Background: an optimization exercise with open tools, aiming at small area, a short achievable clock period and few clock cycles. Do not read the settings as production practice. At most, simulation tests tie the RTL to the original design; equivalence was not proved. Only the layout flow was run in runs 1 to 4; the RTL was not checked for function there.

**design/flow/run.sh**
```bash
#!/bin/bash
# synth_recipe.tcl (not shown) runs the flow's synth.tcl, then flattens the netlist and writes it again
# the make line also repeats each setting of config.mk as NAME=value (left out here)
make -C /OpenROAD-flow-scripts/flow DESIGN_CONFIG=/design/flow/config.mk WORK_HOME=/design/flow/orfs CLKGATE_MAP_FILE= SYNTH_SCRIPT=/design/flow/synth_recipe.tcl finish
```
**design/flow/config.mk**
```make
export PLATFORM = sky130hd
export DESIGN_NAME = MUL_DIV_top
export DESIGN_NICKNAME = MUL_DIV_top
export VERILOG_FILES = /design/flow/design.v
export SDC_FILE = /design/flow/constraint.sdc
export NUM_CORES = 8
export LEC_CHECK = 0
export CAP_MARGIN = 20
export CORE_MARGIN = 2
export CORE_UTILIZATION = 40
export SLEW_MARGIN = 20
```
**design/flow/constraint.sdc**
```tcl
create_clock -name core_clock -period 9.0 [get_ports {clk}]
set_input_delay 1.8000 -clock core_clock [delete_from_list [all_inputs] [get_ports {clk}]]
set_output_delay 1.8000 -clock core_clock [all_outputs]
set_load 0.01 [all_outputs]
```
**design/flow/design.v**
```verilog
module MUL_DIV_top (
    input           clk,
    input           rst_n,
    input  [31:0]   data1,
    input  [31:0]   data2,
    input           MUL_DIV_start,
    input  [2:0]    MUL_DIV_ctrl,
    output [31:0]   MUL_DIV_out,
    output          MUL_DIV_done
);
localparam [2:0] S_IDLE = 3'd0, S_MUL1 = 3'd1, S_MUL = 3'd2, S_TAIL = 3'd3,
                 S_CORR = 3'd4, S_DPREP = 3'd5, S_DIV = 3'd6, S_FIX = 3'd7;
function [5:0] clz32;
    input [31:0] v;
    reg   [15:0] z1;  reg [15:0] c1;
    reg   [7:0]  z2;  reg [15:0] c2;
    reg   [3:0]  z3;  reg [11:0] c3;
    reg   [1:0]  z4;  reg [7:0]  c4;
    reg          z5;  reg [4:0]  c5;
    integer i;
    begin
        for (i = 0; i < 16; i = i + 1) begin
            z1[i] = ~(v[2*i+1] | v[2*i]);
            c1[i] = ~v[2*i+1];
        end
        for (i = 0; i < 8; i = i + 1) begin
            z2[i] = z1[2*i+1] & z1[2*i];
            c2[2*i+1 -: 2] = z1[2*i+1] ? {1'b1, c1[2*i]} : {1'b0, c1[2*i+1]};
        end
        for (i = 0; i < 4; i = i + 1) begin
            z3[i] = z2[2*i+1] & z2[2*i];
            c3[3*i+2 -: 3] = z2[2*i+1] ? {1'b1, c2[4*i+1 -: 2]} : {1'b0, c2[4*i+3 -: 2]};
        end
        for (i = 0; i < 2; i = i + 1) begin
            z4[i] = z3[2*i+1] & z3[2*i];
            c4[4*i+3 -: 4] = z3[2*i+1] ? {1'b1, c3[6*i+2 -: 3]} : {1'b0, c3[6*i+5 -: 3]};
        end
        z5 = z4[1] & z4[0];
        c5 = z4[1] ? {1'b1, c4[3:0]} : {1'b0, c4[7:4]};
        clz32 = z5 ? 6'd32 : {1'b0, c5};
    end
endfunction
function [2:0] booth;
    input [2:0] b;
    begin
        booth[2] = b[1] ^ b[0];                                    
        booth[1] = (b == 3'b011) | (b == 3'b100);                  
        booth[0] = b[2] & ~(b[1] & b[0]);                          
    end
endfunction
reg  [2:0]  state;
reg         done_r;
reg  [2:0]  op;
reg         osel;            
reg  [2:0]  cnt;             
reg  [1:0]  tcnt;            
reg  [4:0]  dcnt;            
reg         corr;
reg         rneg, qneg, dz;
reg  [5:0]  clza_r, clzb_r;  
reg  [34:0] X;
reg  [31:0] Y;
reg  [33:0] M;
reg         one0, two0, neg0, one1, two1, neg1, magy, cin;
wire op_rem   = op[2] & op[1];
wire a_signed = op[2] ? ~op[0] : (op[1:0] != 2'd3);
wire b_signed = op[2] ? ~op[0] : ~op[1];
localparam W = 38;
wire [W-1:0] Mx   = {{(W-34){M[33]}}, M};
wire [W-1:0] mag0 = (one0 ? Mx : {W{1'b0}}) | (two0 ? {Mx[W-2:0], 1'b0} : {W{1'b0}})
                  | (magy ? {{(W-32){1'b0}}, Y} : {W{1'b0}});
wire [W-1:0] mag1 = (one1 ? {Mx[W-3:0], 2'b00} : {W{1'b0}}) | (two1 ? {Mx[W-4:0], 3'b000} : {W{1'b0}});
wire [W-1:0] A    = {{(W-35){X[34]}}, X};
wire [W-1:0] B    = mag0 ^ {W{neg0}};
wire [W-1:0] C    = mag1 ^ {W{neg1}};
wire [W-1:0] cs_s = A ^ B ^ C;
wire [W-1:0] cs_c = {(A[W-2:0] & B[W-2:0]) | (A[W-2:0] & C[W-2:0]) | (B[W-2:0] & C[W-2:0]), neg1};
wire [W-1:0] S    = cs_s + cs_c + {{(W-1){1'b0}}, cin};
wire        asgn  = M[31] & a_signed;
wire        bsgn  = Y[31] & b_signed;
wire [5:0]  clz_a = (M[31] & ~a_signed) ? 6'd0 : clza_r;
wire [5:0]  clz_b = (Y[31] & ~b_signed) ? 6'd0 : clzb_r;
wire [5:0]  jd    = (6'd34 - clz_b) >> 1;                   
wire [4:0]  j16   = (jd > 6'd16) ? 5'd16 : jd[4:0];
wire [2:0]  jg    = (j16 + 5'd3) >> 2;                      
wire [6:0]  k_raw = {1'b0, clz_b} - {1'b0, clz_a} + {6'd0, asgn};
wire        k_neg = k_raw[6];
wire [4:0]  k     = k_raw[5] ? 5'd31 : k_raw[4:0];
wire        b_zero = (clzb_r == 6'd32) & ~Y[31];
wire [33:0] Msh   = {{2{bsgn}}, Y} << k;
reg [2:0] nstate;
reg       ndone;
always @* begin
    nstate = state;
    ndone  = 1'b0;
    case (state)
        S_IDLE:  if (MUL_DIV_start) nstate = MUL_DIV_ctrl[2] ? S_DPREP : S_MUL1;
        S_MUL1:  nstate = S_MUL;
        S_MUL:   if (cnt == 3'd1) begin
                     if (tcnt != 2'd0) nstate = S_TAIL;
                     else if (corr) nstate = S_CORR;
                     else begin nstate = S_IDLE; ndone = 1'b1; end
                 end
        S_TAIL:  if (tcnt == 2'd1) begin nstate = S_IDLE; ndone = 1'b1; end
        S_CORR:  begin nstate = S_IDLE; ndone = 1'b1; end
        S_DPREP: if (!k_neg && !b_zero) nstate = S_DIV;
                 else if (op_rem ? asgn : b_zero) nstate = S_FIX;
                 else begin nstate = S_IDLE; ndone = 1'b1; end
        S_DIV:   if (dcnt == 5'd0) begin
                     if (op_rem ? rneg : qneg) nstate = S_FIX;
                     else begin nstate = S_IDLE; ndone = 1'b1; end
                 end
        S_FIX:   begin nstate = S_IDLE; ndone = 1'b1; end
        default: nstate = S_IDLE;
    endcase
end
always @(posedge clk or negedge rst_n) begin
    if (!rst_n) begin
        state  <= S_IDLE;
        done_r <= 1'b0;
    end else begin
        state  <= nstate;
        done_r <= ndone;
    end
end
wire       in_asgn = data1[31] & (MUL_DIV_ctrl[2] ? ~MUL_DIV_ctrl[0] : (MUL_DIV_ctrl[1:0] != 2'd3));
wire [2:0] bd0_in  = booth({data2[1:0], 1'b0});
wire [2:0] bd1_in  = booth(data2[3:1]);
wire [2:0] bd0_y   = booth(Y[5:3]);
wire [2:0] bd1_y   = booth(Y[7:5]);
wire       fix_rem = op_rem;
wire       dsgn    = (state == S_DPREP) ? bsgn : M[33];    
reg  [7:0] nctl;    
always @* begin
    nctl = 8'd0;
    case (nstate)
        S_MUL1:  nctl = {bd0_in, bd1_in, 1'b0, bd0_in[0]};
        S_MUL:   nctl = {bd0_y, bd1_y, 1'b0, bd0_y[0]};
        S_CORR:  nctl = {3'b100, 3'b000, 1'b0, 1'b0};
        S_DPREP: nctl = {2'b10, in_asgn, 3'b000, 1'b0, in_asgn};
        S_DIV:   nctl = {2'b10, ~dsgn, 3'b000, 1'b0, ~dsgn};
        S_FIX:   nctl = fix_rem ? {3'b001, 3'b000, 1'b0, 1'b0}
                                : {3'b001, 3'b000, 1'b1, (state == S_DPREP) ? ~b_zero : ~dz};
        default: nctl = 8'd0;
    endcase
end
always @(posedge clk) {one0, two0, neg0, one1, two1, neg1, magy, cin} <= nctl;
wire q_bit = ~S[W-1];
always @(posedge clk) begin
    case (state)
        S_IDLE: if (MUL_DIV_start) begin
            op     <= MUL_DIV_ctrl;
            X      <= 35'd0;
            Y      <= data2;
            M      <= {{2{in_asgn}}, data1};
            osel   <= ~MUL_DIV_ctrl[2] & (MUL_DIV_ctrl[1:0] != 2'd0);
            clza_r <= clz32(data1 ^ {32{data1[31]}});
            clzb_r <= clz32(data2 ^ {32{data2[31]}});
        end
        S_MUL1, S_MUL: begin
            X <= {S[W-1], S[W-1:4]};
            Y <= {S[3:0], Y[31:4]};
            if (state == S_MUL1) begin
                cnt  <= {jg, 1'b0} - 3'd1;     
                tcnt <= 3'd4 - jg;
                corr <= jd[4] & jd[0];         
            end else
                cnt <= cnt - 3'd1;
        end
        S_TAIL: begin
            X    <= {{8{X[34]}}, X[34:8]};
            Y    <= {X[7:0], Y[31:8]};
            tcnt <= tcnt - 2'd1;
        end
        S_CORR: X <= S[34:0];
        S_DPREP: begin
            X    <= (op_rem | ~b_zero) ? S[34:0] : 35'd0;    
            M    <= Msh;
            Y    <= 32'd0;
            dcnt <= k;
            dz   <= b_zero;
            rneg <= asgn;
            qneg <= (asgn ^ bsgn) & ~b_zero;
            osel <= op_rem & ~asgn;
        end
        S_DIV: begin
            if (dcnt == 5'd0 && !op_rem) X <= 35'd0;
            else if (q_bit) X <= S[34:0];
            Y    <= {Y[30:0], q_bit};
            M    <= {M[33], M[33:1]};
            dcnt <= dcnt - 5'd1;
        end
        S_FIX: begin
            Y    <= fix_rem ? ~S[31:0] : S[31:0];
            osel <= 1'b0;
        end
        default: ;
    endcase
end
assign MUL_DIV_out  = osel ? X[31:0] : Y;
assign MUL_DIV_done = done_r;
endmodule
```
==> results.sh, run 1 <==
export IMPL_status="complete, no violations"
export IMPL_synthTopCellsByArea="edfxtp_1, xnor2_1, mux2i_1, fa_1, ha_1"
export IMPL_h_tree_depth=4
export IMPL_grt_pass1_vias=15454
export IMPL_final_max_slew_viol_count=0
export IMPL_wl_met3_um=7040
export IMPL_nets=2165
export IMPL_min_period_ns=5.55
export IMPL_hold_viol_final=0
export IMPL_met1_length_um=27500
export IMPL_rr_worst_depth=15
export IMPL_grt_antenna_before_repair=3
export IMPL_start_kind="register"
export IMPL_drc_errors=0
export IMPL_place_inst=2508
export IMPL_port_buffers=102
export IMPL_yosysWarnings=1
export IMPL_yosysSeqAreaShare=0.256
export IMPL_clock_path_buffers=2
export IMPL_synth_seq_cells=143
export IMPL_die_h_um=206
export IMPL_dieArea_sq_um=42600
export IMPL_num_rows=74
export IMPL_die_w_um=206
export IMPL_drt_wirelength_per_cell_um=26.2
export IMPL_path_max_fanout=34
export IMPL_regArea_sq_um=4200
export IMPL_wl_um=66500
export IMPL_synth_area_per_cell_sq_um=8.29
export IMPL_ys_flop_type="edfxtp_1"
export IMPL_setup_viol=0
export IMPL_hp_class="reg2reg"
export IMPL_post_dp_hpwl_um=49500
export IMPL_synth_async_reset_ratio=0.0280
export IMPL_yosys_cell_count_top_type="nor2_1"
export IMPL_num_io_pins=103
export IMPL_r2r_end="X[0]$_SDFFCE_PN0P_"
export IMPL_gp_congestion=0.965
export IMPL_vias_per_cell=6.54
export IMPL_syn_area_sq_um=16400
export IMPL_rsz0062_at_grt="false"
export IMPL_fin_cells=2542
export IMPL_grt_pass1_wl_um=97500
export IMPL_fill_cells=4049
export IMPL_crit_required_ns=9.11
export IMPL_cts_hold_buf=0
export IMPL_final_antenna_net_count=0
export IMPL_synth_nets=2145
export IMPL_cp_data_arrival_time_ns=5.66
export IMPL_syn_to_final_growth_pct=12.5
export IMPL_via_count=16635
export IMPL_cts_tree="done"
export IMPL_root_buffer="clkbuf_16"
export IMPL_gr_total_overflow=0
export IMPL_cts_buffers=17
export IMPL_grt_start_max_net_pins=63
export IMPL_whs_ns=0.630
export IMPL_yosysTopAreaCellShare=0.240
export IMPL_drive_above_1_share=0.0722
export IMPL_tns_ns=0
export IMPL_clkSlewWorstSetupHoldPaths_ns=0.08
export IMPL_r2r_start="neg1$_SDFF_PN0_"
export IMPL_cts_post_setup_buffers_inserted=0
export IMPL_worst_pin_slew_ns=1.08
export IMPL_drtIter0Drc=2508
export IMPL_clock_skew_ns=0.0160
export IMPL_slew_limit_headroom=0.278
export IMPL_r2r_setup_slack_ns=3.45
export IMPL_drtPass1Iterations=17
export IMPL_maxCapViolCount=0
export IMPL_cts_resized=0
export IMPL_worst_setup_path_type="reg2reg"
export IMPL_fp_coreArea_sq_um=40600
export IMPL_max_freq_mhz=180
export IMPL_finalCritPeriodShare=0.617
export IMPL_multi_input_area_sq_um=11200
export IMPL_synth_edff_count=131
export IMPL_setup_worst_path_end_class="register"
export IMPL_synthCells=1976
export IMPL_synth_largest_area_cell="edfxtp_1"
export IMPL_initial_core_util=0.403
export IMPL_wl_met2_um=29000
export IMPL_ys_top_cells_by_count="nor2_1, nand2_1, inv_1"
export IMPL_cp_endpoint="X[0]$_SDFFCE_PN0P_"
export IMPL_clkSinkCount=143
export IMPL_worst_skew_pair_late_latency_ns=0.47
export IMPL_maxUsedRoutingLayer="met4"
export IMPL_grt_use_total=0.309
export IMPL_worstSetupStartpoint="neg1$_SDFF_PN0_"
export IMPL_synth_cell_types=85
## per-stage QoR
step                      area (sq um)  worst slack, ns  utilization
after floorplan                  16400             2.57            -
after global placement           17800             3.67        0.438
after detailed placement         17800             3.60        0.438
after CTS                        18400             3.56        0.453
after global routing             18400             3.25        0.453
final                            18400             3.45        0.453
## how the worst min path moves through the flow
stage	from	end	slack, ns	depth (start not counted)
6_report	dcnt[0]$_DFFE_PN_	dcnt[0]$_DFFE_PN_	0.63	1
5_1_grt	cnt[0]$_SDFFCE_PP1N_	cnt[0]$_SDFFCE_PP1N_	0.64	1
4_1_cts	dz$_DFFE_PP_	cin$_SDFF_PN0_	0.63	3
3_5_place_dp	dz$_DFFE_PP_	cin$_SDFF_PN0_	0.61	3
3_3_place_gp	cnt[0]$_SDFFCE_PP1N_	cnt[0]$_SDFFCE_PP1N_	0.59	1
2_1_floorplan	dz$_DFFE_PP_	cin$_SDFF_PN0_	0.52	3
## flip-flops by register name, summed over array words and instances, names as in the netlist, 2 cells and up
name    cells
dcnt        5
tcnt        2
clzb_r      6
state       3
clza_r      6
Y          32
cnt         3
M          34
op          3
X          35
## layout make-up
| class | count | area share |
|---|---|---|
| antenna | 1 | 0.000136 |
| clock buffer | 19 | 0.0241 |
| clock inverter | 13 | 0.00836 |
| inverter | 138 | 0.0281 |
| multi-input combinational | 1561 | 0.606 |
| sequential | 143 | 0.228 |
| tap | 532 | 0.0362 |
| timing repair buffer | 135 | 0.0691 |
## routing by layer
layer	track usage	vias to the layer above
met2	0.471	1050
met1	0.419	8028
met4	0.139	0
li1	-	7393
met5	0	-
met3	0.0640	164
## cell usage in the layout (no fill, tap or decap), types with 26 or more instances in the layout
cell type	instances
a222oi_1	43
nand2_1	168
xnor2_1	100
buf_4	32
clkdlybuf4s50_1	102
mux2_2	45
nor3_1	56
nor2_1	170
mux2i_1	84
nand3_1	47
a21o_1	26
nand2b_1	28
edfxtp_1	131
o21ai_0	130
a21oi_1	112
inv_1	134
a22oi_1	79
xor2_1	39
ha_1	60
o221ai_1	30
fa_1	39
## worst max-delay path, stage by stage (launching register included)
cell	delay (ns)
dfxtp_1	0.82
inv_2	0.52
xnor2_1	0.30
fa_1	0.54
inv_1	0.05
ha_1	0.39
a211oi_1	0.25
nor2_1	0.12
or3_1	0.37
a41oi_1	0.36
or4b_1	0.22
a21oi_1	0.09
o21ai_0	0.33
a21oi_1	0.15
nor3_2	0.13
buf_4	0.46
## logic make-up (layout without fill, tap and decap cells)
logic type,Yosys count,count (layout),share of synthesized area
XOR/XNOR,142,142,0.0785
flip-flops,143,143,0.256
AND/OR/NAND/NOR,573,573,0.163
buffers and inverters,272,305,0.0643
adder cells (fa/ha/maj),99,99,0.0935
multiplexers,134,134,0.0875
AO/OA/AOI/OAI,613,613,0.257
other,0,1,0
==> run 2: changes to the inputs <==
--- a/design/flow/config.mk
+++ b/design/flow/config.mk
@@ -5,7 +5,9 @@
 export SDC_FILE = /design/flow/constraint.sdc
 export NUM_CORES = 8
 export LEC_CHECK = 0
+export ABC_CLOCK_PERIOD_IN_PS = 3000
 export CAP_MARGIN = 20
 export CORE_MARGIN = 2
 export CORE_UTILIZATION = 40
+export SETUP_SLACK_MARGIN = 5
 export SLEW_MARGIN = 20
==> run 2 against run 1 <==
Effect of this change:
- final cell count rose by 8.1%
- clock skew rose by 0.0032 ns
- largest cell class unchanged
- final area rose by 22%
- sequential share of layout area fell by 4.1 points
- still clean on timing, DRC and antenna
- non-clock buffer count rose by 203
- worst setup slack improved by 0.98 ns
- register-to-register slack improved by 0.98 ns
- first-iteration DRC count rose by 10%
- routed wire length rose by 15%
- highest routed layer unchanged
- die area did not move
==> results.sh, run 2 <==
export IMPL_status="complete, no violations"
export IMPL_cp_endpoint="X[10]$_SDFFCE_PN0P_"
export IMPL_initial_core_util=0.403
export IMPL_clock_skew_ns=0.0191
export IMPL_cts_buffers=17
export IMPL_slowest_stage="edfxtp_1"
export IMPL_grt_antenna_before_repair=1
export IMPL_synth_largest_area_cell="edfxtp_1"
export IMPL_final_max_slew_viol_count=0
export IMPL_crit_path_cell_trace="a222oi_1 -> xor2_1 -> fa_1 -> inv_1 -> ha_1 -> nand2_1 -> o21ai_4 -> nor4bb_2 -> o21a_2 -> or4b_4 -> a21oi_4 -> or3_4 -> a21oi_4 -> nor3_4 -> buf_12 -> buf_16"
export IMPL_synth_area_per_cell_sq_um=8.29
export IMPL_hp_class="reg2reg"
export IMPL_setup_worst_path_end_class="register"
export IMPL_rsz0062_at_grt="true"
export IMPL_fp_coreArea_sq_um=40600
export IMPL_die_w_um=206
export IMPL_worst_skew_pair_late_latency_ns=0.48
export IMPL_nets=2372
export IMPL_yosysTopAreaCellShare=0.240
export IMPL_synth_edff_count=131
export IMPL_r2r_end="X[10]$_SDFFCE_PN0P_"
export IMPL_grt_use_total=0.346
export IMPL_place_inst=2512
export IMPL_max_stage_delay_ns=0.57
export IMPL_h_tree_depth=4
export IMPL_yosysSeqAreaShare=0.256
export IMPL_wl_um=76600
export IMPL_layout_common_cells="buf_4, nor2_1, nand2_1, edfxtp_1, inv_1"
export IMPL_drtIter0Drc=2764
export IMPL_cts_tree="done"
export IMPL_finalCritPeriodShare=0.508
export IMPL_synthTopCellsByArea="edfxtp_1, xnor2_1, mux2i_1, fa_1, ha_1"
export IMPL_final_antenna_net_count=0
export IMPL_synth_async_reset_ratio=0.0280
export IMPL_worst_setup_path_type="reg2reg"
export IMPL_worst_pin_slew_ns=1.24
export IMPL_start_kind="register"
export IMPL_largest_reg_flops=35
export IMPL_r2r_start="M[19]$_DFFE_PP_"
export IMPL_die_h_um=206
export IMPL_crit_required_ns=9.18
export IMPL_cp_data_arrival_time_ns=4.75
export IMPL_post_dp_hpwl_um=50600
export IMPL_rr_worst_depth=16
export IMPL_top_register="X"
export IMPL_port_buffers=102
export IMPL_yosys_cell_count_top_type="nor2_1"
export IMPL_synthCells=1976
export IMPL_grt_start_max_net_pins=66
export IMPL_max_freq_mhz=219
export IMPL_layout_commonest_cell="buf_4"
export IMPL_dieArea_sq_um=42600
export IMPL_slew_limit_headroom=0.174
export IMPL_clkSlewWorstSetupHoldPaths_ns=0.08
export IMPL_root_buffer="clkbuf_16"
export IMPL_tns_ns=0
export IMPL_num_antenna_cells=0
export IMPL_setup_viol=0
export IMPL_worstSetupStartpoint="M[19]$_DFFE_PP_"
export IMPL_r2r_setup_slack_ns=4.43
export IMPL_drt_wirelength_per_cell_um=27.9
export IMPL_vias_per_cell=6.59
export IMPL_fill_cells=3518
export IMPL_maxCapViolCount=0
export IMPL_num_rows=74
export IMPL_path_max_fanout=9
export IMPL_ys_flop_type="edfxtp_1"
export IMPL_yosysWarnings=1
export IMPL_hold_viol_final=0
export IMPL_drtPass1Iterations=12
export IMPL_fin_cells=2748
export IMPL_num_io_pins=103
export IMPL_synth_seq_cells=143
export IMPL_drc_errors=0
export IMPL_worst_path_most_repeated_cell="a21oi_4"
export IMPL_clock_path_buffers=2
export IMPL_drive_above_1_share=0.277
export IMPL_syn_area_sq_um=16400
export IMPL_gr_total_overflow=0
export IMPL_clkSinkCount=143
export IMPL_grt_pass1_vias=16822
export IMPL_via_count=18121
export IMPL_reg_top3="X (35), M (34), Y (32)"
export IMPL_ys_top_cells_by_count="nor2_1, nand2_1, inv_1"
export IMPL_grt_pass1_wl_um=109000
export IMPL_synth_cell_types=85
export IMPL_synth_nets=2145
export IMPL_gp_congestion=0.967
export IMPL_min_period_ns=4.57
export IMPL_syn_to_final_growth_pct=37.6
-- run 2: cell counts after synthesis --
Identical to the previous run, type by type.
-- run 2: cell type report --
class                           count  area (sq um)  share of cell area
Inverter                          138           524              0.0233
Clock inverter                     13           151             0.00672
Tap cell                          532           666              0.0295
Sequential cell                   143          4210               0.187
Timing Repair Buffer              338          3300               0.146
Multi-Input combinational cell   1565         13200               0.588
Clock buffer                       19           443              0.0197
-- run 2: metal layers --
metal  GRT usage  wire, um
met5           0         0
met4       0.178      4760
met3      0.0793      9190
met2       0.533     33500
met1       0.453     29100
-- run 2: timing repair --
item	4_1_cts	5_1_grt
gates cloned	8	4
endpoints found under the setup margin	143	159
pin swaps	104	129
hold buffers	0	0
gates resized for setup	253	190
buffers inserted	112	80
-- run 2: kinds of logic after synthesis --
group	synth area share
compound gates	0.257
xor+xnor	0.0785
fa+ha+maj	0.0935
buf+inv	0.0643
flops	0.256
mux	0.0875
simple gates	0.163
-- run 2: metrics by stage --
step / hold WS, ns / utilization / instance area [sq um] / setup WS [ns]
2_1_floorplan: 0.524 / - / 16700 / 4.36
3_3_place_gp: 0.590 / 0.444 / 18000 / 3.71
3_5_place_dp: 0.603 / 0.444 / 18000 / 3.61
4_1_cts: 0.616 / 0.515 / 20900 / 4.58
5_1_grt: 0.649 / 0.554 / 22500 / 4.37
6_report: 0.611 / 0.554 / 22500 / 4.43
-- run 2: worst min-delay path by stage --
stage                    startpoint                   end  slack [ns]  depth (start not counted)
6_report       cnt[0]$_SDFFCE_PP1N_  cnt[0]$_SDFFCE_PP1N_        0.61                          1
5_1_grt           dcnt[0]$_DFFE_PN_     dcnt[0]$_DFFE_PN_        0.65                          1
4_1_cts        cnt[0]$_SDFFCE_PP1N_  cnt[0]$_SDFFCE_PP1N_        0.62                          1
3_5_place_dp   cnt[0]$_SDFFCE_PP1N_  cnt[0]$_SDFFCE_PP1N_        0.60                          1
3_3_place_gp   cnt[0]$_SDFFCE_PP1N_  cnt[0]$_SDFFCE_PP1N_        0.59                          1
2_1_floorplan          dz$_DFFE_PP_        cin$_SDFF_PN0_        0.52                          3
-- run 2: critical path, delay by kind of cell (launching register included) --
| family | cells | cell delay [ns] |
|---|---|---|
| and+or+nand+nor | 5 | 1.15 |
| AOI/OAI and AO/OA | 5 | 1.14 |
| adders and majority gates | 2 | 0.86 |
| DFF | 1 | 0.57 |
| buffers and inverters | 3 | 0.37 |
| xor gates and xnor gates | 1 | 0.16 |
==> run 3: changes to the inputs <==
--- a/design/flow/config.mk
+++ b/design/flow/config.mk
@@ -9,5 +9,4 @@
 export CAP_MARGIN = 20
 export CORE_MARGIN = 2
 export CORE_UTILIZATION = 40
-export SETUP_SLACK_MARGIN = 5
 export SLEW_MARGIN = 20
==> run 3 against run 2 <==
Effect of this change:
- final area shrank 18%
- register-to-register slack lost 0.98 ns
- core utilization shrank 10 points
- still clean
- critical path type unchanged
==> results.sh, run 3 <==
export IMPL_yosysWarnings=1
export IMPL_setup_viol=0
export IMPL_fp_coreArea_sq_um=40600
export IMPL_worst_pin_slew_ns=1.08
export IMPL_cts_tree="done"
export IMPL_via_count=16635
export IMPL_maxCapViolCount=0
export IMPL_r2r_setup_slack_ns=3.45
export IMPL_clkSlewWorstSetupHoldPaths_ns=0.08
export IMPL_ys_top_cells_by_count="nor2_1, nand2_1, inv_1"
export IMPL_yosysSeqAreaShare=0.256
export IMPL_layout_commonest_cell="nor2_1"
export IMPL_drt_wirelength_per_cell_um=26.2
export IMPL_hold_viol_final=0
export IMPL_synthCells=1976
export IMPL_finalCritPeriodShare=0.617
export IMPL_drtPass1Iterations=17
export IMPL_clock_path_buffers=2
export IMPL_max_freq_mhz=180
export IMPL_worst_skew_pair_late_latency_ns=0.47
export IMPL_grt_pass1_wl_um=97500
export IMPL_synth_largest_area_cell="edfxtp_1"
export IMPL_drtIter0Drc=2508
export IMPL_grt_pass1_vias=15454
export IMPL_cts_hold_buf=0
export IMPL_largest_reg_flops=35
export IMPL_top_register="X"
export IMPL_min_path_cells=1
export IMPL_num_rows=74
export IMPL_rsz0062_at_grt="false"
export IMPL_cts_resized=0
export IMPL_yosys_cell_count_top_type="nor2_1"
export IMPL_root_buffer="clkbuf_16"
export IMPL_yosysTopAreaCellShare=0.240
export IMPL_reg_top3="X (35), M (34), Y (32)"
export IMPL_syn_area_sq_um=16400
export IMPL_worst_setup_path_type="reg2reg"
export IMPL_cts_buffers=17
export IMPL_grt_use_total=0.309
export IMPL_tns_ns=0
export IMPL_layout_common_cells="nor2_1, nand2_1, inv_1, edfxtp_1, o21ai_0"
export IMPL_post_dp_hpwl_um=49500
export IMPL_holdPathEnd="dcnt[0]$_DFFE_PN_"
export IMPL_clock_skew_ns=0.0160
export IMPL_crit_required_ns=9.11
export IMPL_nets=2165
export IMPL_r2r_start="neg1$_SDFF_PN0_"
export IMPL_final_antenna_net_count=0
export IMPL_ys_flop_type="edfxtp_1"
export IMPL_rr_worst_depth=15
export IMPL_dieArea_sq_um=42600
export IMPL_synth_cell_types=85
export IMPL_path_max_fanout=34
export IMPL_synth_seq_cells=143
export IMPL_die_h_um=206
export IMPL_synth_area_per_cell_sq_um=8.29
export IMPL_num_io_pins=103
export IMPL_setup_worst_path_end_class="register"
export IMPL_drive_above_1_share=0.0722
export IMPL_synth_async_reset_ratio=0.0280
export IMPL_cts_post_setup_buffers_inserted=0
export IMPL_grt_start_max_net_pins=63
export IMPL_start_kind="register"
export IMPL_gr_total_overflow=0
export IMPL_hp_class="reg2reg"
export IMPL_final_max_slew_viol_count=0
export IMPL_final_core_util=0.453
export IMPL_status="complete, no violations"
export IMPL_clkSinkCount=143
export IMPL_vias_per_cell=6.54
export IMPL_port_buffers=102
export IMPL_synth_nets=2145
export IMPL_drc_errors=0
export IMPL_r2r_end="X[0]$_SDFFCE_PN0P_"
export IMPL_synthTopCellsByArea="edfxtp_1, xnor2_1, mux2i_1, fa_1, ha_1"
export IMPL_min_period_ns=5.55
export IMPL_hp_start="dcnt[0]$_DFFE_PN_"
export IMPL_syn_to_final_growth_pct=12.5
export IMPL_die_w_um=206
export IMPL_synth_edff_count=131
export IMPL_h_tree_depth=4
export IMPL_cp_data_arrival_time_ns=5.66
export IMPL_gp_congestion=0.965
export IMPL_wl_um=66500
export IMPL_slew_limit_headroom=0.278
export IMPL_initial_core_util=0.403
export IMPL_grt_antenna_before_repair=3
[run 3: cell counts after synthesis]
No cell type changed its count.
[run 3: cell families (layout without fill, tap and decap cells)]
kind of cell	after synthesis	count (layout)	synth area share
muxes	134	134	0.0875
xor gates and xnor gates	142	142	0.0785
adders and majority gates	99	99	0.0935
other	0	1	0
and+or+nand+nor	573	573	0.163
buffers and inverters	272	305	0.0643
AOI/OAI and AO/OA	613	613	0.257
DFF	143	143	0.256
[run 3: worst max-delay path by stage]
stage	startpoint	endpoint	slack, ns	cells past startpoint
floorplan	neg0$_SDFF_PN0_	X[0]$_SDFFCE_PN0P_	2.57	16
global placement	two1$_SDFF_PN0_	X[3]$_SDFFCE_PN0P_	3.67	14
detailed placement	neg1$_SDFF_PN0_	X[2]$_SDFFCE_PN0P_	3.60	15
CTS	neg1$_SDFF_PN0_	X[2]$_SDFFCE_PN0P_	3.56	15
global route	neg1$_SDFF_PN0_	X[14]$_SDFFCE_PN0P_	3.25	15
finish	neg1$_SDFF_PN0_	X[0]$_SDFFCE_PN0P_	3.45	15
[run 3: area by class of cell]
cell class | instances | area, sq um
well taps | 532 | 666
fillers | 4049 | 22200
multi-input cells | 1561 | 11200
inverters | 138 | 518
clock inverters | 13 | 154
flip-flops and latches | 143 | 4200
clock buffers | 19 | 443
repair buffers | 135 | 1270
diodes | 1 | 2.50
[run 3: through the flow]
| step | setup slack (ns) | hold slack [ns] | instances | instance area, sq um |
|---|---|---|---|---|
| 6_report | 3.45 | 0.630 | 2542 | 18400 |
| 3_3_place_gp | 3.67 | 0.594 | 2508 | 17800 |
| 5_1_grt | 3.25 | 0.642 | 2541 | 18400 |
| 4_1_cts | 3.56 | 0.629 | 2540 | 18400 |
| 3_5_place_dp | 3.60 | 0.608 | 2508 | 17800 |
| 2_1_floorplan | 2.57 | 0.524 | 1976 | 16400 |
[run 3: worst max-delay path, stage by stage, from the launching register on]
cell      delay, ns
dfxtp_1        0.82
inv_2          0.52
xnor2_1        0.30
fa_1           0.54
inv_1          0.05
ha_1           0.39
a211oi_1       0.25
nor2_1         0.12
or3_1          0.37
a41oi_1        0.36
or4b_1         0.22
a21oi_1        0.09
o21ai_0        0.33
a21oi_1        0.15
nor3_2         0.13
buf_4          0.46
[run 3: metal layers]
metal	part of all wire	up-vias	GRT usage
li1	-	7393	-
met1	0.41	8028	0.419
met2	0.44	1050	0.471
met3	0.11	164	0.0640
met4	0.044	0	0.139
met5	0	-	0
==> run 4: changes to the inputs <==
--- a/design/flow/config.mk
+++ b/design/flow/config.mk
@@ -5,7 +5,7 @@
 export SDC_FILE = /design/flow/constraint.sdc
 export NUM_CORES = 8
 export LEC_CHECK = 0
-export ABC_CLOCK_PERIOD_IN_PS = 3000
+export ABC_CLOCK_PERIOD_IN_PS = 4500
 export CAP_MARGIN = 20
 export CORE_MARGIN = 2
 export CORE_UTILIZATION = 40
==> run 4 against run 3 <==
Effect of this change:
- highest routed layer unchanged
- clock skew unchanged
- largest cell class unchanged
- die area unchanged
- routed wire length unchanged
- critical endpoint unchanged
- worst setup slack unchanged
==> results.sh, run 4 <==
export IMPL_status="complete, no violations"
export IMPL_cts_post_setup_buffers_inserted=0
export IMPL_synthTopCellsByArea="edfxtp_1, xnor2_1, mux2i_1, fa_1, ha_1"
export IMPL_num_rows=74
export IMPL_yosys_cell_count_top_type="nor2_1"
export IMPL_wl_met3_um=7040
export IMPL_vias_per_cell=6.54
export IMPL_tns_ns=0
export IMPL_cts_hold_buf=0
export IMPL_grt_pass1_wl_um=97500
export IMPL_synthCells=1976
export IMPL_ys_flop_type="edfxtp_1"
export IMPL_drtIter0Drc=2508
export IMPL_slowest_stage="dfxtp_1"
export IMPL_drtPass1Iterations=17
export IMPL_critical_path_top_delay_family="compound AO/OA/AOI/OAI gates"
export IMPL_gr_total_overflow=0
export IMPL_grt_use_total=0.309
export IMPL_yosysTopAreaCellShare=0.240
export IMPL_clock_skew_ns=0.0160
export IMPL_rsz0062_at_grt="false"
export IMPL_crit_path_cell_trace="inv_2 -> xnor2_1 -> fa_1 -> inv_1 -> ha_1 -> a211oi_1 -> nor2_1 -> or3_1 -> a41oi_1 -> or4b_1 -> a21oi_1 -> o21ai_0 -> a21oi_1 -> nor3_2 -> buf_4"
export IMPL_nets=2165
export IMPL_clkSlewWorstSetupHoldPaths_ns=0.08
export IMPL_initial_core_util=0.403
export IMPL_syn_area_sq_um=16400
export IMPL_grt_start_max_net_pins=63
export IMPL_die_h_um=206
export IMPL_cts_buffers=17
export IMPL_start_kind="register"
export IMPL_grt_antenna_before_repair=3
export IMPL_crit_required_ns=9.11
export IMPL_fill_cells=4049
export IMPL_fp_coreArea_sq_um=40600
export IMPL_port_buffers=102
export IMPL_maxCapViolCount=0
export IMPL_die_w_um=206
export IMPL_maxUsedRoutingLayer="met4"
export IMPL_final_max_slew_viol_count=0
export IMPL_wl_um=66500
export IMPL_ys_top_cells_by_count="nor2_1, nand2_1, inv_1"
export IMPL_hp_class="reg2reg"
export IMPL_synth_seq_cells=143
export IMPL_regArea_sq_um=4200
export IMPL_min_period_ns=5.55
export IMPL_clkSinkCount=143
export IMPL_h_tree_depth=4
export IMPL_max_stage_delay_ns=0.82
export IMPL_worst_skew_pair_late_latency_ns=0.47
export IMPL_num_io_pins=103
export IMPL_worst_path_most_repeated_cell="a21oi_1"
export IMPL_path_max_fanout=34
export IMPL_synth_cell_types=85
export IMPL_reg_top3="X (35), M (34), Y (32)"
export IMPL_synth_async_reset_ratio=0.0280
export IMPL_syn_to_final_growth_pct=12.5
export IMPL_cp_data_arrival_time_ns=5.66
export IMPL_yosysSeqAreaShare=0.256
export IMPL_top_register="X"
export IMPL_grt_pass1_vias=15454
export IMPL_slew_limit_headroom=0.278
export IMPL_setup_viol=0
export IMPL_synth_nets=2145
export IMPL_finalCritPeriodShare=0.617
export IMPL_gp_congestion=0.965
export IMPL_setup_worst_path_end_class="register"
export IMPL_dieArea_sq_um=42600
export IMPL_final_antenna_net_count=0
export IMPL_drc_errors=0
export IMPL_cts_tree="done"
export IMPL_layout_common_cells="nor2_1, nand2_1, inv_1, edfxtp_1, o21ai_0"
export IMPL_r2r_setup_slack_ns=3.45
export IMPL_worst_setup_path_type="reg2reg"
export IMPL_synth_largest_area_cell="edfxtp_1"
export IMPL_synth_area_per_cell_sq_um=8.29
export IMPL_clock_path_buffers=2
export IMPL_drive_above_1_share=0.0722
export IMPL_hold_viol_final=0
export IMPL_synth_edff_count=131
export IMPL_multi_input_area_sq_um=11200
export IMPL_root_buffer="clkbuf_16"
export IMPL_met1_length_um=27500
export IMPL_critPathBufInv=3
export IMPL_wl_met2_um=29000
export IMPL_layout_commonest_cell="nor2_1"
export IMPL_drt_wirelength_per_cell_um=26.2
export IMPL_post_dp_hpwl_um=49500
export IMPL_worst_pin_slew_ns=1.08
export IMPL_largest_reg_flops=35
export IMPL_max_freq_mhz=180
export IMPL_via_count=16635
export IMPL_cts_resized=0
export IMPL_yosysWarnings=1
[run 4: cell families after synthesis]
logic type	synth area share
flops	0.256
simple gates	0.163
compound gates	0.257
mux	0.0875
xor+xnor	0.0785
buf+inv	0.0643
fa+ha+maj	0.0935
[run 4: area by class of cell]
cell class              instances  area share
inverters                     138      0.0281
clock buffers                  19      0.0241
flip-flops and latches        143       0.228
diodes                          1    0.000136
well taps                     532      0.0362
clock inverters                13     0.00836
repair buffers                135      0.0691
multi-input cells            1561       0.606
[run 4: per-layer routing]
metal / vias up / track usage
li1: 7393 / -
met1: 8028 / 0.419
met2: 1050 / 0.471
met5: - / 0
met3: 164 / 0.0640
met4: 0 / 0.139
[run 4: worst paths after layout]
check	cells after the start	from	endpoint
setup / recovery	15	neg1$_SDFF_PN0_	X[0]$_SDFFCE_PN0P_
hold / removal	1	dcnt[0]$_DFFE_PN_	dcnt[0]$_DFFE_PN_
setup reg to reg	15	neg1$_SDFF_PN0_	X[0]$_SDFFCE_PN0P_
hold reg to reg	1	dcnt[0]$_DFFE_PN_	dcnt[0]$_DFFE_PN_
max in group asynchronous	1	rst_n	state[0]$_DFF_PN0_
min in group asynchronous	1	rst_n	done_r$_DFF_PN0_
[run 4: through the flow]
step	setup WS, ns	util	instances	hold slack (ns)	instance area [sq um]
2_1_floorplan	2.57	-	1976	0.524	16400
3_3_place_gp	3.67	0.438	2508	0.594	17800
3_5_place_dp	3.60	0.438	2508	0.608	17800
4_1_cts	3.56	0.453	2540	0.629	18400
5_1_grt	3.25	0.453	2541	0.642	18400
6_report	3.45	0.453	2542	0.630	18400
==> run 5: changes to the inputs <==
--- a/design/flow/design.v
+++ b/design/flow/design.v
@@ -8,8 +8,9 @@
     output [31:0]   MUL_DIV_out,
     output          MUL_DIV_done
 );
-localparam [2:0] S_IDLE = 3'd0, S_MUL1 = 3'd1, S_MUL = 3'd2, S_TAIL = 3'd3,
-                 S_CORR = 3'd4, S_DPREP = 3'd5, S_DIV = 3'd6, S_FIX = 3'd7;
+localparam [3:0] S_IDLE = 4'd0, S_MUL1 = 4'd1, S_MUL = 4'd2, S_TAIL = 4'd3,
+                 S_CORR = 4'd4, S_DPREP = 4'd5, S_DIV = 4'd6, S_FIX = 4'd7,
+                 S_RCOR = 4'd8;
 function [5:0] clz32;
     input [31:0] v;
     reg   [15:0] z1;  reg [15:0] c1;
@@ -48,7 +49,7 @@
         booth[0] = b[2] & ~(b[1] & b[0]);                          
     end
 endfunction
-reg  [2:0]  state;
+reg  [3:0]  state;
 reg         done_r;
 reg  [2:0]  op;
 reg         osel;            
@@ -61,7 +62,9 @@
 reg  [34:0] X;
 reg  [31:0] Y;
 reg  [33:0] M;
-reg         one0, two0, neg0, one1, two1, neg1, magy, cin;
+reg         one0, two0, neg0r, one1, two1, neg1, magy, cinr, dmode;
+wire        neg0 = neg0r ^ (dmode & X[34]);
+wire        cin  = cinr  ^ (dmode & X[34]);
 wire op_rem   = op[2] & op[1];
 wire a_signed = op[2] ? ~op[0] : (op[1:0] != 2'd3);
 wire b_signed = op[2] ? ~op[0] : ~op[1];
@@ -88,7 +91,7 @@
 wire [4:0]  k     = k_raw[5] ? 5'd31 : k_raw[4:0];
 wire        b_zero = (clzb_r == 6'd32) & ~Y[31];
 wire [33:0] Msh   = {{2{bsgn}}, Y} << k;
-reg [2:0] nstate;
+reg [3:0] nstate;
 reg       ndone;
 always @* begin
     nstate = state;
@@ -107,9 +110,12 @@
                  else if (op_rem ? asgn : b_zero) nstate = S_FIX;
                  else begin nstate = S_IDLE; ndone = 1'b1; end
         S_DIV:   if (dcnt == 5'd0) begin
-                     if (op_rem ? rneg : qneg) nstate = S_FIX;
+                     if (op_rem ? S[W-1] : qneg) nstate = op_rem ? S_RCOR : S_FIX;
+                     else if (op_rem & rneg) nstate = S_FIX;
                      else begin nstate = S_IDLE; ndone = 1'b1; end
                  end
+        S_RCOR:  if (rneg) nstate = S_FIX;
+                 else begin nstate = S_IDLE; ndone = 1'b1; end
         S_FIX:   begin nstate = S_IDLE; ndone = 1'b1; end
         default: nstate = S_IDLE;
     endcase
@@ -137,6 +143,7 @@
         S_MUL1:  nctl = {bd0_in, bd1_in, 1'b0, bd0_in[0]};
         S_MUL:   nctl = {bd0_y, bd1_y, 1'b0, bd0_y[0]};
         S_CORR:  nctl = {3'b100, 3'b000, 1'b0, 1'b0};
+        S_RCOR:  nctl = {2'b10, M[33], 3'b000, 1'b0, M[33]};           
         S_DPREP: nctl = {2'b10, in_asgn, 3'b000, 1'b0, in_asgn};
         S_DIV:   nctl = {2'b10, ~dsgn, 3'b000, 1'b0, ~dsgn};
         S_FIX:   nctl = fix_rem ? {3'b001, 3'b000, 1'b0, 1'b0}
@@ -144,7 +151,10 @@
         default: nctl = 8'd0;
     endcase
 end
-always @(posedge clk) {one0, two0, neg0, one1, two1, neg1, magy, cin} <= nctl;
+always @(posedge clk) begin
+    {one0, two0, neg0r, one1, two1, neg1, magy, cinr} <= nctl;
+    dmode <= (nstate == S_DIV);
+end
 wire q_bit = ~S[W-1];
 always @(posedge clk) begin
     case (state)
@@ -184,12 +194,12 @@
             osel <= op_rem & ~asgn;
         end
         S_DIV: begin
-            if (dcnt == 5'd0 && !op_rem) X <= 35'd0;
-            else if (q_bit) X <= S[34:0];
+            X    <= (dcnt == 5'd0 && !op_rem) ? 35'd0 : S[34:0];
             Y    <= {Y[30:0], q_bit};
-            M    <= {M[33], M[33:1]};
+            if (dcnt != 5'd0) M <= {M[33], M[33:1]};
             dcnt <= dcnt - 5'd1;
         end
+        S_RCOR: X <= S[34:0];
         S_FIX: begin
             Y    <= fix_rem ? ~S[31:0] : S[31:0];
             osel <= 1'b0;
--- a/design/flow/config.mk
+++ b/design/flow/config.mk
@@ -5,7 +5,6 @@
 export SDC_FILE = /design/flow/constraint.sdc
 export NUM_CORES = 8
 export LEC_CHECK = 0
-export ABC_CLOCK_PERIOD_IN_PS = 4500
 export CAP_MARGIN = 20
 export CORE_MARGIN = 2
 export CORE_UTILIZATION = 40
==> run 5 against run 4 <==
Effect of this change:
- via count shrank 3.7%
- worst setup slack got worse by 0.37 ns
- final cell count is 3.5% lower
- clock skew is 0.0024 ns lower
- fmax is 6.2% lower
- first-iteration DRC count decreased by 14%
- synthesized cell count fell by 4.7%
- sequential share of layout area is 0.55 points higher
- core utilization increased by 0.46 points
- largest cell class unchanged
- routed wire length fell by 2.3%
==> results.sh, run 5 <==
export IMPL_status="complete, no violations"
export IMPL_slowest_stage="dfxtp_1"
export IMPL_worst_setup_path_type="reg2reg"
export IMPL_holdPathEnd="X[5]$_SDFFCE_PN0P_"
export IMPL_gr_usage_met2=0.476
export IMPL_start_kind="register"
export IMPL_synth_seq_cells=145
export IMPL_hold_viol_final=0
export IMPL_yosys_cell_count_top_type="nand2_1"
export IMPL_critical_path_top_delay_family="compound AO/OA/AOI/OAI gates"
export IMPL_place_inst=2422
export IMPL_synth_top_family_by_area="compound AO/OA/AOI/OAI gates"
export IMPL_synth_compound_area_share=0.251
export IMPL_min_period_ns=5.92
export IMPL_root_buffer="clkbuf_16"
export IMPL_drc_errors=0
export IMPL_grt_start_max_net_pins=73
export IMPL_gp_congestion=0.997
export IMPL_dieArea_sq_um=41600
export IMPL_hp_start="X[13]$_SDFFCE_PN0P_"
export IMPL_path_max_fanout=24
export IMPL_hp_class="reg2reg"
export IMPL_cts_post_setup_buffers_inserted=0
export IMPL_maxCapViolCount=0
export IMPL_synthCells=1884
export IMPL_cts_buffers=17
export IMPL_grt_antenna_before_repair=2
export IMPL_die_h_um=204
export IMPL_final_core_util=0.458
export IMPL_synth_simple_area_share=0.170
export IMPL_tns_ns=0
export IMPL_yosys_area_share_adder=0.0964
export IMPL_h_tree_depth=4
export IMPL_clock_path_buffers=2
export IMPL_cp_data_arrival_time_ns=6.09
export IMPL_clock_skew_ns=0.0135
export IMPL_cts_tree="done"
export IMPL_synth_mux_area_frac=0.0830
export IMPL_synth_cell_types=89
export IMPL_setup_viol=0
export IMPL_final_antenna_net_count=0
export IMPL_yosysWarnings=1
export IMPL_reg_top3="X (35), M (34), Y (32)"
export IMPL_initial_core_util=0.404
export IMPL_syn_area_sq_um=16000
export IMPL_setup_worst_path_end_class="register"
export IMPL_fp_coreArea_sq_um=39600
export IMPL_final_max_slew_viol_count=0
export IMPL_post_dp_hpwl_um=49500
export IMPL_layout_common_cells="nand2_1, nor2_1, edfxtp_1, inv_1, xnor2_1"
export IMPL_num_io_pins=103
export IMPL_ys_flop_type="edfxtp_1"
export IMPL_max_stage_delay_ns=0.94
export IMPL_use_met1=0.392
export IMPL_grt_pass1_wl_um=95600
export IMPL_slew_limit_headroom=0.228
export IMPL_num_rows=73
export IMPL_drtPass1Iterations=10
export IMPL_fin_cells=2454
export IMPL_wl_um=65000
export IMPL_r2r_start="neg1$_SDFF_PN0_"
export IMPL_fill_cells=3911
export IMPL_worst_path_stages=14
export IMPL_synth_nets=2054
export IMPL_largest_reg_flops=35
export IMPL_drt_wirelength_per_cell_um=26.5
export IMPL_r2r_end="Y[29]$_DFFE_PP_"
export IMPL_synth_area_per_cell_sq_um=8.50
export IMPL_yosysSeqAreaShare=0.265
export IMPL_drive_above_1_share=0.0659
export IMPL_via_count=16015
export IMPL_max_freq_mhz=169
export IMPL_yosysTopAreaCellShare=0.246
export IMPL_port_buffers=102
export IMPL_rr_worst_depth=14
export IMPL_busiest_layer="met2"
export IMPL_grt_use_total=0.307
export IMPL_min_path_cells=2
export IMPL_crit_path_cell_trace="inv_2 -> xnor2_1 -> fa_1 -> inv_1 -> ha_1 -> nand2_1 -> a2111oi_2 -> o211ai_2 -> nand2_1 -> a31oi_1 -> o31ai_1 -> xnor2_1 -> mux2i_1 -> a221oi_1"
export IMPL_nets=2086
export IMPL_grt_pass1_vias=15401
export IMPL_rsz0062_at_grt="false"
export IMPL_synthTopCellsByArea="edfxtp_1, xnor2_1, mux2i_1, fa_1, ha_1"
export IMPL_r2r_setup_slack_ns=3.08
export IMPL_critPathBufInv=2
export IMPL_cts_resized=0
export IMPL_synth_largest_area_cell="edfxtp_1"
export IMPL_gr_total_overflow=0
export IMPL_top_register="X"
export IMPL_worst_pin_slew_ns=1.15
export IMPL_synth_async_reset_ratio=0.0345
export IMPL_syn_to_final_growth_pct=13.3
export IMPL_finalCritPeriodShare=0.658
export IMPL_crit_required_ns=9.17
export IMPL_cts_hold_buf=0
export IMPL_drtIter0Drc=2158
export IMPL_vias_per_cell=6.53
export IMPL_whs_ns=0.616
export IMPL_clkSlewWorstSetupHoldPaths_ns=0.07
export IMPL_clkSinkCount=145
export IMPL_die_w_um=204
export IMPL_worst_skew_pair_late_latency_ns=0.45
export IMPL_synth_xor_area_share=0.0744
export IMPL_ys_top_cells_by_count="nand2_1, nor2_1, edfxtp_1, inv_1, xnor2_1"
export IMPL_synth_edff_count=131
export IMPL_layout_commonest_cell="nand2_1"
export IMPL_use_met3=0.105
-- run 5: cell types whose count changed in the layout (fill, tap and decap cells not counted), sizes merged, moves of 15 or more --
cell / change
nor2: -29
a22oi: -25
a21o: -15
nand2: +32
o21ai: -30
a21oi: -28
a222oi: +21
-- run 5: cell families (layout without fill, tap and decap cells) --
group / after synthesis / in the layout
simple gates: 576 / 576
compound gates: 554 / 554
buf+inv: 251 / 294
flops: 145 / 145
xor+xnor: 136 / 136
mux: 122 / 122
fa+ha+maj: 100 / 100
other cells: 0 / 2
-- run 5: area by class of cell --
cell class / count / area (sq um) / share of cell area
antenna: 2 / 5.00 / 0.000276
clock buffer: 21 / 440 / 0.0243
multi-input combinational: 1488 / 10900 / 0.599
sequential: 145 / 4240 / 0.234
clock inverter: 9 / 184 / 0.0101
inverter: 134 / 503 / 0.0277
tap: 525 / 657 / 0.0362
timing repair buffer: 130 / 1250 / 0.0690
-- run 5: worst min-delay path, cell delays in order (launching register included) --
cell	delay [ns]
edfxtp_1	0.38
nand2_1	0.07
o221ai_1	0.06
-- run 5: how the worst max path moves through the flow --
stage | start | to | slack (ns)
6_report | neg1$_SDFF_PN0_ | Y[29]$_DFFE_PP_ | 3.08
5_1_grt | neg1$_SDFF_PN0_ | Y[29]$_DFFE_PP_ | 2.92
4_1_cts | neg1$_SDFF_PN0_ | Y[29]$_DFFE_PP_ | 3.28
3_5_place_dp | neg1$_SDFF_PN0_ | Y[29]$_DFFE_PP_ | 3.31
3_3_place_gp | neg1$_SDFF_PN0_ | Y[29]$_DFFE_PP_ | 3.35
2_1_floorplan | X[34]$_SDFFCE_PN0P_ | cinr$_SDFF_PN0_ | 4.16
-- run 5: metrics by stage --
step,instance area [sq um],setup slack [ns]
3_5_place_dp,17500,3.31
5_1_grt,18100,2.92
6_report,18100,3.08
2_1_floorplan,16000,4.16
4_1_cts,18100,3.28
3_3_place_gp,17500,3.35
-- run 5: routing by layer --
metal | vias to the layer above | share of wire
met2 | 955 | 0.44
met1 | 7719 | 0.39
met4 | 0 | 0.044
li1 | 7173 | -
met3 | 168 | 0.12
met5 | - | 0
Testbench counts of run 5, summed over its fixed seeds: cycles 64,181.
==> run 6: changes to the inputs <==
--- a/design/flow/config.mk
+++ b/design/flow/config.mk
@@ -8,4 +8,5 @@
 export CAP_MARGIN = 20
 export CORE_MARGIN = 2
 export CORE_UTILIZATION = 40
+export SETUP_SLACK_MARGIN = 4.5
 export SLEW_MARGIN = 20
==> run 6 against run 5 <==
Effect of this change:
- area after synthesis unchanged
- final area increased by 7.5%
- global-route usage increased by 0.91 points
- synthesized cell count unchanged
- critical path type unchanged
- critical endpoint is now cinr$_SDFF_PN0_
==> results.sh, run 6 <==
export IMPL_cts_tree="done"
export IMPL_drtIter0Drc=2680
export IMPL_syn_to_final_growth_pct=21.8
export IMPL_crit_required_ns=9.32
export IMPL_initial_core_util=0.404
export IMPL_path_max_fanout=9
export IMPL_cts_hold_buf=0
export IMPL_syn_area_sq_um=16000
export IMPL_tns_ns=0
export IMPL_layout_commonest_cell="nand2_1"
export IMPL_synth_nets=2054
export IMPL_gp_congestion=1.02
export IMPL_root_buffer="clkbuf_16"
export IMPL_max_freq_mhz=221
export IMPL_worst_setup_path_type="reg2reg"
export IMPL_setup_worst_path_end_class="register"
export IMPL_largest_reg_flops=35
export IMPL_num_io_pins=103
export IMPL_synth_area_per_cell_sq_um=8.50
export IMPL_setup_viol=0
export IMPL_synth_seq_cells=145
export IMPL_synthCells=1884
export IMPL_grt_pass1_wl_um=98500
export IMPL_dieArea_sq_um=41600
export IMPL_gr_total_overflow=0
export IMPL_cp_data_arrival_time_ns=4.85
export IMPL_hp_class="reg2reg"
export IMPL_final_max_slew_viol_count=0
export IMPL_synth_edff_count=131
export IMPL_grt_antenna_before_repair=0
export IMPL_final_antenna_net_count=0
export IMPL_via_count=16610
export IMPL_synthTopCellsByArea="edfxtp_1, xnor2_1, mux2i_1, fa_1, ha_1"
export IMPL_clkSinkCount=145
export IMPL_post_dp_hpwl_um=50100
export IMPL_regArea_sq_um=4240
export IMPL_yosysWarnings=1
export IMPL_min_period_ns=4.53
export IMPL_drive_above_1_share=0.158
export IMPL_maxCapViolCount=0
export IMPL_rsz0062_at_grt="true"
export IMPL_layout_common_cells="nand2_1, nor2_1, edfxtp_1, inv_1, clkdlybuf4s50_1"
export IMPL_vias_per_cell=6.61
export IMPL_port_buffers=102
export IMPL_ys_flop_type="edfxtp_1"
export IMPL_ys_top_cells_by_count="nand2_1, nor2_1, edfxtp_1, inv_1, xnor2_1"
export IMPL_clock_path_buffers=2
export IMPL_die_h_um=204
export IMPL_yosysTopAreaCellShare=0.246
export IMPL_multi_input_area_sq_um=11700
export IMPL_synth_cell_types=89
export IMPL_r2r_setup_slack_ns=4.47
export IMPL_hold_viol_final=0
export IMPL_nets=2144
export IMPL_top_register="X"
export IMPL_yosys_cell_count_top_type="nand2_1"
export IMPL_wl_um=68400
export IMPL_fill_cells=3835
export IMPL_slew_limit_headroom=0.393
export IMPL_status="complete, no violations"
export IMPL_reg_top3="X (35), M (34), Y (32)"
export IMPL_grt_pass1_vias=15575
export IMPL_start_kind="register"
export IMPL_h_tree_depth=4
export IMPL_synth_largest_area_cell="edfxtp_1"
export IMPL_drtPass1Iterations=11
export IMPL_drc_errors=0
export IMPL_grt_start_max_net_pins=73
export IMPL_finalCritPeriodShare=0.503
export IMPL_cts_buffers=17
export IMPL_clock_skew_ns=0.0173
export IMPL_fp_coreArea_sq_um=39600
export IMPL_die_w_um=204
export IMPL_worst_skew_pair_late_latency_ns=0.45
export IMPL_yosysSeqAreaShare=0.265
export IMPL_drt_wirelength_per_cell_um=27.2
export IMPL_num_rows=73
export IMPL_grt_use_total=0.316
export IMPL_clkSlewWorstSetupHoldPaths_ns=0.07
export IMPL_synth_async_reset_ratio=0.0345
export IMPL_worst_pin_slew_ns=0.910
run 6: cell counts after synthesis:
Identical to the previous run, type by type.
run 6: worst paths after layout:
check	start	endpoint	depth (start not counted)
max reg2reg	Y[4]$_DFFE_PP_	cinr$_SDFF_PN0_	16
max	Y[4]$_DFFE_PP_	cinr$_SDFF_PN0_	16
max in group asynchronous	rst_n	state[3]$_DFF_PN0_	1
min reg2reg	X[13]$_SDFFCE_PN0P_	X[5]$_SDFFCE_PN0P_	2
min in group asynchronous	rst_n	done_r$_DFF_PN0_	1
min	X[13]$_SDFFCE_PN0P_	X[5]$_SDFFCE_PN0P_	2
run 6: repair_timing:
| item | in CTS | in global routing |
|---|---|---|
| gates cloned | 2 | 3 |
| pin swaps | 9 | 49 |
| setup buffers | 13 | 38 |
| gates resized for setup | 48 | 128 |
| endpoints found under the setup margin | 98 | 90 |
run 6: per-stage QoR:
step	utilization	hold WS, ns	setup slack [ns]	std cells	cell area [sq um]
after floorplan	-	0.548	4.55	1884	16000
after global placement	0.442	0.580	3.56	2424	17500
after detailed placement	0.442	0.595	3.52	2424	17500
after CTS	0.466	0.612	4.43	2471	18500
after global routing	0.492	0.648	4.40	2512	19500
final	0.492	0.616	4.47	2513	19500
run 6: area by class of cell:
type | count | area share
diodes | 1 | 0.000128
repair buffers | 188 | 0.0941
inverters | 134 | 0.0259
multi-input cells | 1488 | 0.599
well taps | 525 | 0.0337
clock buffers | 18 | 0.0220
flip-flops and latches | 145 | 0.218
clock inverters | 14 | 0.00725
run 6: logic make-up after synthesis:
logic type	after synthesis	synth area share
AO/OA/AOI/OAI	554	0.251
adder cells (fa/ha/maj)	100	0.0964
buffers and inverters	251	0.0612
AND/OR/NAND/NOR	576	0.170
flip-flops	145	0.265
XOR/XNOR	136	0.0744
multiplexers	122	0.0830
run 6: critical path, stage by stage, from the launching register on:
cell and delay, ns:
edfxtp_1 0.59, a222oi_1 0.50, xnor2_2 0.18, fa_1 0.50, inv_1 0.06, ha_4 0.26
a21o_1 0.20, or3_4 0.36, o211ai_4 0.26, a21oi_4 0.12, or4_4 0.58, a21oi_2 0.18
nor2_2 0.08, nor3_4 0.14, inv_2 0.07, a221oi_2 0.25, o21ai_1 0.09
run 6: per-layer routing:
metal / GRT usage / up-vias / part of all wire
li1: - / 7271 / -
met1: 0.416 / 8017 / 0.39
met2: 0.482 / 1127 / 0.44
met3: 0.0918 / 195 / 0.12
met4: 0.137 / 0 / 0.048
met5: 0 / - / 0
==> run 7: changes to the inputs <==
--- a/design/flow/config.mk
+++ b/design/flow/config.mk
@@ -8,5 +8,5 @@
 export CAP_MARGIN = 20
 export CORE_MARGIN = 2
 export CORE_UTILIZATION = 40
-export SETUP_SLACK_MARGIN = 4.5
+export SETUP_SLACK_MARGIN = 4
 export SLEW_MARGIN = 20
==> run 7 against run 6 <==
Effect of this change:
- still clean on timing, DRC and antenna
- flip-flop and latch count unchanged
- non-clock buffer count down 46
- core utilization shrank 2.6 points
- sequential share of layout area up 1.2 points
- clock skew decreased by 0.0020 ns
- final cell count fell by 1.9%
- final area down 5.3%
- first-iteration DRC count fell by 13%
==> results.sh, run 7 <==
export IMPL_status="complete, no violations"
export IMPL_gr_total_overflow=0
export IMPL_grt_use_total=0.307
export IMPL_synth_cell_types=89
export IMPL_die_h_um=204
export IMPL_finalCritPeriodShare=0.542
export IMPL_setup_worst_path_end_class="register"
export IMPL_die_w_um=204
export IMPL_drtPass1Iterations=10
export IMPL_clock_skew_ns=0.0153
export IMPL_synth_nets=2054
export IMPL_worst_pin_slew_ns=0.912
export IMPL_clkSinkCount=145
export IMPL_cts_buffers=17
export IMPL_grt_antenna_before_repair=1
export IMPL_synth_async_reset_ratio=0.0345
export IMPL_synthTopCellsByArea="edfxtp_1, xnor2_1, mux2i_1, fa_1, ha_1"
export IMPL_root_buffer="clkbuf_16"
export IMPL_layout_common_cells="nand2_1, nor2_1, edfxtp_1, inv_1"
export IMPL_r2r_setup_slack_ns=4.12
export IMPL_post_dp_hpwl_um=49500
export IMPL_num_io_pins=103
export IMPL_num_antenna_cells=0
export IMPL_final_antenna_net_count=0
export IMPL_fp_coreArea_sq_um=39600
export IMPL_top_register="X"
export IMPL_yosys_cell_count_top_type="nand2_1"
export IMPL_drtIter0Drc=2329
export IMPL_crit_path_cell_trace="nand2_2 -> xor2_4 -> buf_12 -> clkbuf_16 -> xnor2_1 -> fa_1 -> inv_1 -> ha_1 -> nand4_1 -> nor4_4 -> nand2_1 -> a311oi_2 -> or4_4 -> a21oi_1 -> o31ai_4 -> or2_1 -> o22ai_1"
export IMPL_drc_errors=0
export IMPL_hp_start="dcnt[0]$_DFFE_PN_"
export IMPL_yosysWarnings=1
export IMPL_initial_core_util=0.404
export IMPL_syn_area_sq_um=16000
export IMPL_synth_edff_count=131
export IMPL_setup_viol=0
export IMPL_min_period_ns=4.88
export IMPL_num_rows=73
export IMPL_ys_flop_type="edfxtp_1"
export IMPL_design_area_sq_um=18500
export IMPL_largest_reg_flops=35
export IMPL_reg_top3="X (35), M (34), Y (32)"
export IMPL_h_tree_depth=4
export IMPL_fin_cells=2464
export IMPL_fin_ws_ns=4.12
export IMPL_worst_setup_path_type="reg2reg"
export IMPL_syn_to_final_growth_pct=15.3
export IMPL_maxCapViolCount=0
export IMPL_hold_viol_final=0
export IMPL_synth_seq_cells=145
export IMPL_synth_area_per_cell_sq_um=8.50
export IMPL_slowest_stage="edfxtp_1"
export IMPL_r2r_start="X[34]$_SDFFCE_PN0P_"
export IMPL_drt_wirelength_per_cell_um=26.5
export IMPL_cts_tree="done"
export IMPL_yosysTopAreaCellShare=0.246
export IMPL_min_path_cells=1
export IMPL_wl_um=65300
export IMPL_grt_pass1_vias=15422
export IMPL_drive_above_1_share=0.0846
export IMPL_grt_pass1_wl_um=95800
export IMPL_tns_ns=0
export IMPL_synthCells=1884
export IMPL_dpl_cell_area_sq_um=17500
export IMPL_cp_data_arrival_time_ns=5.20
export IMPL_max_freq_mhz=205
export IMPL_slew_limit_headroom=0.390
export IMPL_r2r_end="two0$_SDFF_PN0_"
export IMPL_synth_largest_area_cell="edfxtp_1"
export IMPL_gp_congestion=0.997
export IMPL_dieArea_sq_um=41600
export IMPL_start_kind="register"
export IMPL_port_buffers=102
export IMPL_holdPathEnd="dcnt[0]$_DFFE_PN_"
export IMPL_grt_start_max_net_pins=73
export IMPL_worst_skew_pair_late_latency_ns=0.45
export IMPL_path_max_fanout=17
export IMPL_clock_path_buffers=2
export IMPL_max_stage_delay_ns=0.54
export IMPL_hp_class="reg2reg"
export IMPL_layout_commonest_cell="nand2_1"
export IMPL_clkSlewWorstSetupHoldPaths_ns=0.07
export IMPL_yosysSeqAreaShare=0.265
export IMPL_rsz0062_at_grt="true"
export IMPL_final_max_slew_viol_count=0
export IMPL_via_count=16037
export IMPL_preCtsSetupSlack_ns=3.31
export IMPL_cts_hold_buf=0
export IMPL_ys_top_cells_by_count="nand2_1, nor2_1, edfxtp_1, inv_1, xnor2_1"
export IMPL_whs_ns=0.617
export IMPL_final_core_util=0.466
export IMPL_vias_per_cell=6.51
export IMPL_nets=2098
export IMPL_place_inst=2422
export IMPL_rr_worst_depth=17
export IMPL_crit_required_ns=9.32
## run 7: cell counts after synthesis
Identical to the previous run, type by type.
## run 7: final cells by class
cell class              count  area (sq um)
clock buffers              21           440
clock inverters             9           184
fillers                  3864         21200
inverters                 134           505
multi-input cells        1488         11000
flip-flops and latches    145          4240
well taps                 525           657
repair buffers            142          1400
## run 7: cells by family (layout without fill, tap and decap cells)
group                    count (synthesis)  after routing  synth area share
adder cells (fa/ha/maj)                100            100            0.0964
buffers and inverters                  251            306            0.0612
AO/OA/AOI/OAI                          554            554             0.251
AND/OR/NAND/NOR                        576            576             0.170
multiplexers                           122            122            0.0830
XOR/XNOR                               136            136            0.0744
flip-flops                             145            145             0.265
## run 7: worst max path at each step
stage                         from               to  slack, ns  depth (start not counted)
5_1_grt        X[34]$_SDFFCE_PN0P_  neg1$_SDFF_PN0_       3.97                         17
6_report       X[34]$_SDFFCE_PN0P_  two0$_SDFF_PN0_       4.12                         17
2_1_floorplan  X[34]$_SDFFCE_PN0P_  cinr$_SDFF_PN0_       4.16                         18
4_1_cts        X[34]$_SDFFCE_PN0P_  Y[29]$_DFFE_PP_       4.04                         17
3_5_place_dp       neg1$_SDFF_PN0_  Y[29]$_DFFE_PP_       3.31                         14
3_3_place_gp       neg1$_SDFF_PN0_  Y[29]$_DFFE_PP_       3.35                         14
## run 7: critical path: cells and delay by family (launching register included)
| kind | cells | cell delay (ns) |
|---|---|---|
| fa+ha+maj | 2 | 0.91 |
| simple gates | 6 | 1.45 |
| xor+xnor | 2 | 0.37 |
| buf+inv | 3 | 0.38 |
| compound gates | 4 | 1.09 |
| flops | 1 | 0.54 |
## run 7: routing by layer
metal,wire [um],global-route usage
met1,25700,0.393
met2,28700,0.477
met3,7790,0.104
met4,3040,0.123
met5,18,0
## run 7: what timing repair did
item,in CTS,in global routing
buffers inserted,2,9
setup endpoints to repair,57,59
pin swaps,1,5
gates cloned,0,1
resized for setup,14,30

## separate check: timing with driven ports
In the flow no input, the clock included, has a driving cell. The finished layouts below were timed again as built, in two steps.
Step 1: set_driving_cell puts a clkbuf_16 on clk and a buf_2 on each other input, an assumption about the parent block.
Step 2, shift: input delay + t, output delay - t, t = (earliest + latest rising clock arrival at the registers) / 2. This alone moves slack from input paths to output paths.
a / b / c = no drivers / after step 1 / after step 2; a / b = the first two.
run	t, ns	slack for setup (ns)	clock arrival spread, ns	worst slew at a driven data input, ns
run 1	0.514	3.450 / 3.450 / 3.450	0.017 / 0.016	0.06
run 2	0.526	4.426 / 4.426 / 4.426	0.019 / 0.019	0.04
run 3	0.514	3.450 / 3.450 / 3.450	0.017 / 0.016	0.06
run 4	0.514	3.450 / 3.450 / 3.450	0.017 / 0.016	0.06
run 5	0.488	3.081 / 3.081 / 3.081	0.013 / 0.014	0.06
run 6	0.494	4.469 / 4.469 / 4.325	0.018 / 0.018	0.06
run 7	0.493	4.121 / 4.121 / 4.121	0.015 / 0.015	0.06
After both steps setup and hold are still met in every run listed. The setup slack of run 6, which loses most, moves by 0.000 ns with the drivers and by -0.144 ns with both steps.
